This design comes from an exercise in tuning for small area on the open sky130 flow, not from production work. In this exercise RTL edits were held to simulation tests only and were not proved equivalent to the original. No activity file was given, so power comes from the tool's default toggle rates.

==> zinc: inputs <==
==> flow/design.v <==
module Alarm_Clock_EE271 (
	clk,
	pushBtn,
	switches,
	led,
	buzzer,
	ps,
	seg0, seg1,
	seg2, seg3,
	seg4, seg5,
	segDecimalPoint
);
input [9:0] switches;
input [1:0] pushBtn;
input clk;
output [9:0] led;
output reg buzzer;
output [3:0] ps;
output [7:0] seg0;
output [7:0] seg1;
output [7:0] seg2;
output [7:0] seg3;
output [6:0] seg4;
output [7:0] seg5;
output reg segDecimalPoint;
wire rst  = ~pushBtn[1];
wire setm = switches[9];
reg [1:0] currentState;
reg [3:0] dcnt;         
reg       button_state;
reg       switch_old;
reg [7:0] count;        
reg [1:0] hr_t;  reg [3:0] hr_u;
reg [4:0] mn_t;  reg [3:0] mn_u;
reg [2:0] sc_t;  reg [3:0] sc_u;
reg [1:0] ah_t;  reg [3:0] ah_u;
reg [1:0] am_t;  reg [3:0] am_u;
reg [1:0] th_t;  reg [3:0] th_u;
reg [1:0] tm_t;  reg [3:0] tm_u;
reg [2:0] ts_t;  reg [3:0] ts_u;
reg [4:0] sw_t;  reg [3:0] sw_u;
reg alarmflag, timerFlag, ledFlag;
reg [1:0] dh_t; reg [3:0] dh_u;
reg [2:0] dm_t; reg [3:0] dm_u;
reg [2:0] ds_t; reg [3:0] ds_u;
always @(*) begin
	case (currentState)
	2'd0: begin {dh_t, dh_u} = {hr_t, hr_u}; {dm_t, dm_u} = {mn_t[2:0], mn_u}; {ds_t, ds_u} = {sc_t, sc_u}; end
	2'd1: begin {dh_t, dh_u} = {ah_t, ah_u}; {dm_t, dm_u} = {1'b0, am_t, am_u}; {ds_t, ds_u} = 7'd0; end
	2'd2: begin {dh_t, dh_u} = {th_t, th_u}; {dm_t, dm_u} = {1'b0, tm_t, tm_u}; {ds_t, ds_u} = {ts_t, ts_u}; end
	default: begin {dh_t, dh_u} = 6'd0;      {dm_t, dm_u} = 7'd0;               {ds_t, ds_u} = {sw_t[2:0], sw_u}; end
	endcase
end
wire mn_over = (mn_t[4:3] != 2'd0) || (mn_t[2:0] == 3'd7) || (mn_t[2:0] == 3'd6 && mn_u != 4'd0);
wire sw_over = (sw_t[4:3] != 2'd0) || (sw_t[2:0] == 3'd7) || (sw_t[2:0] == 3'd6 && sw_u != 4'd0);
wire dm_blank = (currentState == 2'd0) & mn_over;
wire ds_blank = (currentState == 2'd3) & sw_over;
wire tick  = count[7] & count[6] & count[2] & count[1] & count[0];    
wire press = switch_old & ~pushBtn[0];
wire selH  = ~switches[0] &  switches[1];
wire selM  =  switches[0] & ~switches[1];
function [3:0] u_inc;
	input [3:0] u;
	u_inc = {u[3] | (u[2] & u[1] & u[0]), u[2] ^ (u[1] & u[0]), u[1] ^ u[0], ~u[0]};
endfunction
function [3:0] u_dec;
	input [3:0] u;
	u_dec = {u[3] & u[0], (u[2] & (u[1] | u[0])) | (u[3] & ~u[0]),
	         (u[1] & u[0]) | (~u[1] & ~u[0] & (u[2] | u[3])), ~u[0]};
endfunction
function [5:0] inc24;
	input [1:0] t; input [3:0] u;
	if (t[1] & u[1] & u[0]) inc24 = 6'd0;
	else if (u[3] & u[0]) inc24 = {t[0], ~t[0], 4'd0};
	else inc24 = {t, u_inc(u)};
endfunction
function [8:0] inc256;
	input [4:0] t; input [3:0] u;
	if (t[4] & t[3] & t[0] & u[2] & ~u[1] & u[0]) inc256 = 9'd0;
	else if (u[3] & u[0]) inc256 = {t + 5'd1, 4'd0};
	else inc256 = {t, u_inc(u)};
endfunction
wire [5:0] hr_inc = inc24(hr_t, hr_u);
wire [8:0] mn_inc = inc256(mn_t, mn_u);
wire [8:0] sw_inc = inc256(sw_t, sw_u);
wire [3:0] sc_u_inc = u_inc(sc_u);
wire [3:0] tm_u_dec = u_dec(tm_u);
wire [3:0] ts_u_dec = u_dec(ts_u);
wire sc_u9 = sc_u[3] & sc_u[0];
wire sc_59 = sc_t[2] & sc_t[0] & sc_u9;
wire mn_59 = (mn_t == 5'd5) && mn_u[3] && mn_u[0];
wire mn_23 = (mn_t == 5'd2) && (mn_u[2:0] == 3'd3);
wire [5:0] dh_inc = inc24(dh_t, dh_u);
wire [5:0] dm_inc = inc24(dm_t[1:0], dm_u);
wire dh_23 = dh_t[1] & dh_u[1] & dh_u[0];
wire dm_23 = dm_t[1] & dm_u[1] & dm_u[0];
wire ts_0  = (ts_t == 3'd0) && (ts_u == 4'd0);
wire tm_0  = (tm_t == 2'd0) && (tm_u == 4'd0);
always @(posedge clk) begin
	switch_old <= pushBtn[0];
	if (rst) begin
		{hr_t, hr_u} <= 0;
		{mn_t, mn_u} <= 0;
		{sc_t, sc_u} <= 0;
		{ah_t, ah_u} <= 0;
		{am_t, am_u} <= 0;
		{th_t, th_u} <= 0;
		{tm_t, tm_u} <= 0;
		{ts_t, ts_u} <= {3'd0, 4'd2};
		{sw_t, sw_u} <= 0;
		alarmflag <= 0;
		timerFlag <= 0;
		segDecimalPoint <= 0;
		count <= 0;
		buzzer <= 0;
	end else begin
		if (!setm) begin
			if (tick) begin
				count <= 0;
				if (sc_59) begin
					{sc_t, sc_u} <= 0;
					if (mn_59) begin
						{mn_t, mn_u} <= 0;
						{hr_t, hr_u} <= hr_inc;
					end else
						{mn_t, mn_u} <= mn_inc;
				end else if (sc_u9) begin
					sc_t <= sc_t + 3'd1;
					sc_u <= 4'd0;
				end else
					sc_u <= sc_u_inc;
				if (ts_0) begin
					if (!tm_0) begin
						{ts_t, ts_u} <= {3'd5, 4'd9};
						if (tm_u == 4'd0) begin
							tm_t <= {1'b0, tm_t[1]};
							tm_u <= 4'd9;
						end else
							tm_u <= tm_u_dec;
					end
				end else if (ts_u == 4'd0) begin
					ts_t <= ts_t - 3'd1;
					ts_u <= 4'd9;
				end else
					ts_u <= ts_u_dec;
				if (currentState == 2'd3 && switches[0])
					{sw_t, sw_u} <= sw_inc;
			end else begin
				count <= count + 8'd1;
				if (count > 8'd100) begin
					segDecimalPoint <= 1;
					if (ledFlag)
						buzzer <= 1;
				end else begin
					segDecimalPoint <= 0;
					buzzer <= 0;
				end
			end
		end else if (press) begin
			case (currentState)
			2'd0: begin
				if (selH) {hr_t, hr_u} <= hr_inc;
				else if (selM) {mn_t, mn_u} <= mn_23 ? 9'd0 : mn_inc;
			end
			2'd1: begin
				if (selH) begin
					{ah_t, ah_u} <= dh_inc;
					if (!dh_23) alarmflag <= 1;
				end else if (selM) begin
					{am_t, am_u} <= dm_inc;
					if (!dm_23) alarmflag <= 1;
				end
			end
			2'd2: begin
				if (selH) begin
					{th_t, th_u} <= dh_inc;
					if (!dh_23) timerFlag <= 1;
				end else if (selM) begin
					{tm_t, tm_u} <= dm_inc;
					if (!dm_23) timerFlag <= 1;
				end
			end
			default: ;
			endcase
		end
	end
end
wire dcnt_hit = dcnt[3];
wire dcnt_run = button_state ? pushBtn[0] : ~pushBtn[0];
always @(posedge clk) begin
	if (rst) begin
		currentState <= 2'd0;
		dcnt <= 4'd0;
		button_state <= 1'b1;
	end else if (dcnt_hit) begin
		dcnt <= {3'd0, ~button_state & pushBtn[0]};
		button_state <= ~button_state;
		if (!button_state && !setm)
			currentState <= currentState + 2'd1;
	end else begin
		dcnt <= dcnt_run ? dcnt + 4'd1 : 4'd0;
	end
end
always @(posedge clk)
	ledFlag <= ({hr_t, hr_u} == {ah_t, ah_u}) && ({mn_t, mn_u} == {3'd0, am_t, am_u}) && alarmflag ||
	           tm_0 && ts_0 && timerFlag;
assign led = {10{ledFlag}};
assign ps[1:0] = currentState;
assign ps[3] = (currentState == 2'd3) ? switches[0] : (setm & switches[0]);
assign ps[2] = (currentState == 2'd3) ? (switches[0] & switches[1]) : (setm & switches[1]);
function [6:0] digit;
	input [3:0] d;
	case (d)
	4'd0: digit = 7'b100_0000;
	4'd1: digit = 7'b111_1001;
	4'd2: digit = 7'b010_0100;
	4'd3: digit = 7'b011_0000;
	4'd4: digit = 7'b001_1001;
	4'd5: digit = 7'b001_0010;
	4'd6: digit = 7'b000_0010;
	4'd7: digit = 7'b111_1000;
	4'd8: digit = 7'b000_0000;
	4'd9: digit = 7'b001_0000;
	default: digit = 7'b111_1111;
	endcase
endfunction
function [6:0] tens;
	input [2:0] d;
	case (d)
	3'd0: tens = 7'b100_0000;
	3'd1: tens = 7'b111_1001;
	3'd2: tens = 7'b010_0100;
	3'd3: tens = 7'b011_0000;
	3'd4: tens = 7'b001_1001;
	3'd5: tens = 7'b001_0010;
	3'd6: tens = 7'b000_0010;
	default: tens = 7'b111_1111;
	endcase
endfunction
assign seg5 = {1'b1, tens({1'b0, dh_t})};
assign seg4 = digit(dh_u);
assign seg3 = {1'b1, tens(dm_t | {3{dm_blank}})};
assign seg2 = {1'b1, digit(dm_u | {4{dm_blank}})};
assign seg1 = {1'b1, tens(ds_t | {3{ds_blank}})};
assign seg0 = {1'b1, digit(ds_u | {4{ds_blank}})};
endmodule
==> flow/run.sh <==
#!/bin/bash
# synth_recipe.tcl (not shown) runs the flow's synth.tcl, then flattens the netlist and writes it again
# the make line also repeats each setting of config.mk as NAME=value (left out here)
make -C /OpenROAD-flow-scripts/flow DESIGN_CONFIG=/design/flow/config.mk WORK_HOME=/design/flow/orfs CLKGATE_MAP_FILE= SYNTH_SCRIPT=/design/flow/synth_recipe.tcl finish
==> flow/config.mk <==
export PLATFORM = sky130hd
export DESIGN_NAME = Alarm_Clock_EE271
export DESIGN_NICKNAME = Alarm_Clock_EE271
export VERILOG_FILES = /design/flow/design.v
export SDC_FILE = /design/flow/constraint.sdc
export NUM_CORES = 4
export LEC_CHECK = 0
export CAP_MARGIN = 20
export CORE_MARGIN = 2
export CORE_UTILIZATION = 40
export PLACE_DENSITY = 0.6
export SLEW_MARGIN = 20
==> flow/constraint.sdc <==
create_clock -name core_clock -period 10.0 [get_ports {clk}]
set_input_delay 2.0000 -clock core_clock [delete_from_list [all_inputs] [get_ports {clk}]]
set_output_delay 2.0000 -clock core_clock [all_outputs]
set_load 0.01 [all_outputs]
==> inputs of sierra, as changes to zinc <==
==> flow/flow/run.sh (new file) <==
#!/bin/bash
# Own layout flow: the standard layout (standard.sh, all steps), with these
# changes that only affect how the combinational logic and buffers are built:
#  - synthesis maps logic with an area-oriented ABC script (flow/synth_area.tcl
#    wraps synth_recipe.tcl and only swaps the ABC script) and without the
#    half/full-adder extraction (ADDER_MAP_FILE empty);
#  - port buffers are buf_1 cells (BUFFER_PORTS_ARGS);
#  - clock tree of clkbuf_8 cells without dummy loads (CTS_ARGS).
# Registers, their names and cell types are those of the standard synthesis.
set -euo pipefail
work=$(pwd)

export MY_WORK="$work"
bash standard.sh \
  SYNTH_SCRIPT="$work/flow/synth_area.tcl" \
  ADDER_MAP_FILE= \
  "BUFFER_PORTS_ARGS=-buffer_cell sky130_fd_sc_hd__buf_1" \
  "CTS_ARGS=-sink_clustering_enable -repair_clock_nets -buf_list sky130_fd_sc_hd__clkbuf_8 -dont_use_dummy_load" \
  finish > "$work/flow_standard.log" 2>&1
==> flow/flow/abc_area1.script (new file) <==
strash
&get -n
&fraig -x
&put
scorr
dc2
dretime
strash
&get -n
&dch -f
&nf -R 1000 -p -F 8 -A 4 -C 32
&put
topo
==> flow/flow/abc_area2.script (new file) <==
strash
&get -n
&fraig -x
&put
scorr
dc2
dretime
strash
&get -n
&deepsyn -T 25 -S 2
&put
strash
&get -n
&dch -f
&nf -R 1000 -p -F 8 -A 4 -C 32
&put
topo
==> flow/flow/abc_area3.script (new file) <==
strash
&get -n
&fraig -x
&put
scorr
dc2
dretime
strash
&get -n
&deepsyn -T 25 -S 3
&put
strash
&get -n
&dch -f
&nf -R 1000 -p -F 8 -A 4 -C 32
&put
topo
==> flow/flow/abc_area4.script (new file) <==
strash
&get -n
&fraig -x
&put
scorr
dc2
dretime
strash
&get -n
&deepsyn -T 25 -S 4
&put
strash
&get -n
&dch -f
&nf -R 1000 -p -F 8 -A 4 -C 32
&put
topo
==> flow/flow/synth_area.tcl (new file) <==
# synth_recipe.tcl with the ABC mapping step replaced: the logic is mapped
# several times with area-oriented ABC scripts (flow/abc_area*.script) and
# the smallest result is kept. Only combinational logic goes through ABC, so
# the registers stay exactly those of the standard synthesis.
proc abc_area_of_design {} {
  set lib_args {}
  foreach lib $::env(LIB_FILES) { lappend lib_args -liberty $lib }
  set s [tee -q -s result.string stat {*}$lib_args]
  if {[regexp {Chip area for [^:]*: +([0-9.eE+-]+)} $s -> a]} { return $a }
  return 1e99
}
proc abc {args} {
  set i [lsearch -exact $args -script]
  set scripts [lsort [glob -nocomplain [file join $::env(MY_WORK) flow abc_area*.script]]]
  if {$i < 0 || [llength $scripts] == 0} { yosys abc {*}$args; return }
  yosys design -save my_pre_abc
  set best 1e99
  set n 0
  foreach sc $scripts {
    yosys design -load my_pre_abc
    lset args [expr {$i + 1}] $sc
    yosys abc {*}$args
    set a [abc_area_of_design]
    puts "ABC script $sc: area $a"
    if {$a < $best} { set best $a; yosys design -save my_best_abc }
    incr n
  }
  yosys design -load my_best_abc
  puts "ABC best area $best of $n scripts"
}
source [file join $::env(MY_WORK) synth_recipe.tcl]
==> flow/standard.sh (new file) <==
#!/bin/bash
# synth_recipe.tcl (not shown) runs the flow's synth.tcl, then flattens the netlist and writes it again
# the make line also repeats each setting of config.mk as NAME=value (left out here)
make -C /OpenROAD-flow-scripts/flow DESIGN_CONFIG=/design/flow/config.mk WORK_HOME=/design/flow/orfs CLKGATE_MAP_FILE= SYNTH_SCRIPT=/design/flow/synth_recipe.tcl "${@:-finish}"
removed: flow/run.sh
==> notes.md <==
- zinc finished clean. sierra completed without violations.
- Of zinc and sierra, zinc has the higher first-iteration DRC count (gap about 24%, measured against sierra).
- Between sierra and zinc, the lower combinational power is in zinc (gap about 25%, measured against zinc).
- Against sierra, the clock power of zinc is higher by 93%.
- In zinc the sequential share of layout area is lower than in sierra, by 11 points.
- Wire length: zinc is higher than sierra (42%).
- Of zinc and sierra, zinc has the higher final cell count (gap about 30%, measured against sierra).
- Against sierra, the synthesized cell count of zinc is higher by 35%.
==> figures <==
                                                                sierra        zinc
Pre-CTS worst setup slack                                       4.51 ns     4.43 ns
Fraction of layout instances using a drive strength above 1      0.0213      0.0501
Combinational power                                           0.0420 mW   0.0335 mW
Met3 Use GR                                                      0.0444      0.0316
Portion of total power attributed to the clock network            0.330       0.496
Mean instance size in the synthesized netlist                 7.71 um^2   7.73 um^2
Inst Count DP                                                       736         942
Minimum setup slack among reg-to-reg paths                      6.54 ns     6.62 ns
Status                                 no timing/DRC/antenna violations  no timing/DRC/antenna violations
Simple-gate share of the synthesized area                         0.267       0.235
Proportion of synthesized chip area in sequential cells           0.392       0.290
Critical hold path startpoint                                    buzzer     dcnt[2]
Total routed wire length on the met1 layer                      5230 um     7380 um
Shortest period the worst path allows                           5.42 ns     5.85 ns
Internal power                                                 0.431 mW    0.564 mW

[separate check: timing with driven ports]
The results above use ideal ports. As a check the final layouts listed here were re-extracted and re-timed, cells and wires unchanged. Step 1 assumes that a clkbuf_16 drives the clock port and a buf_2 every other input. Step 2 times the ports against the registers' clock, not the clock port: input delays grow and output delays shrink by t, the midpoint of the rising clock arrivals with the driver on. a / b / c = ideal / step 1 / step 2; a / b = the first two.
| run | shift t [ns] | setup WS [ns] | worst setup path after step 2 | latest minus earliest clock arrival (ns) |
|---|---|---|---|---|
| zinc | 0.389 | 4.148 / 4.105 / 4.400 | input to output | 0.006 / 0.005 |
| sierra | 0.381 | 4.575 / 4.542 / 4.501 | input to register | 0.026 / 0.025 |
After both steps every run listed still meets setup and hold. For sierra, which loses most, drivers alone change the setup slack by -0.033 ns; drivers and shift together by -0.074 ns.
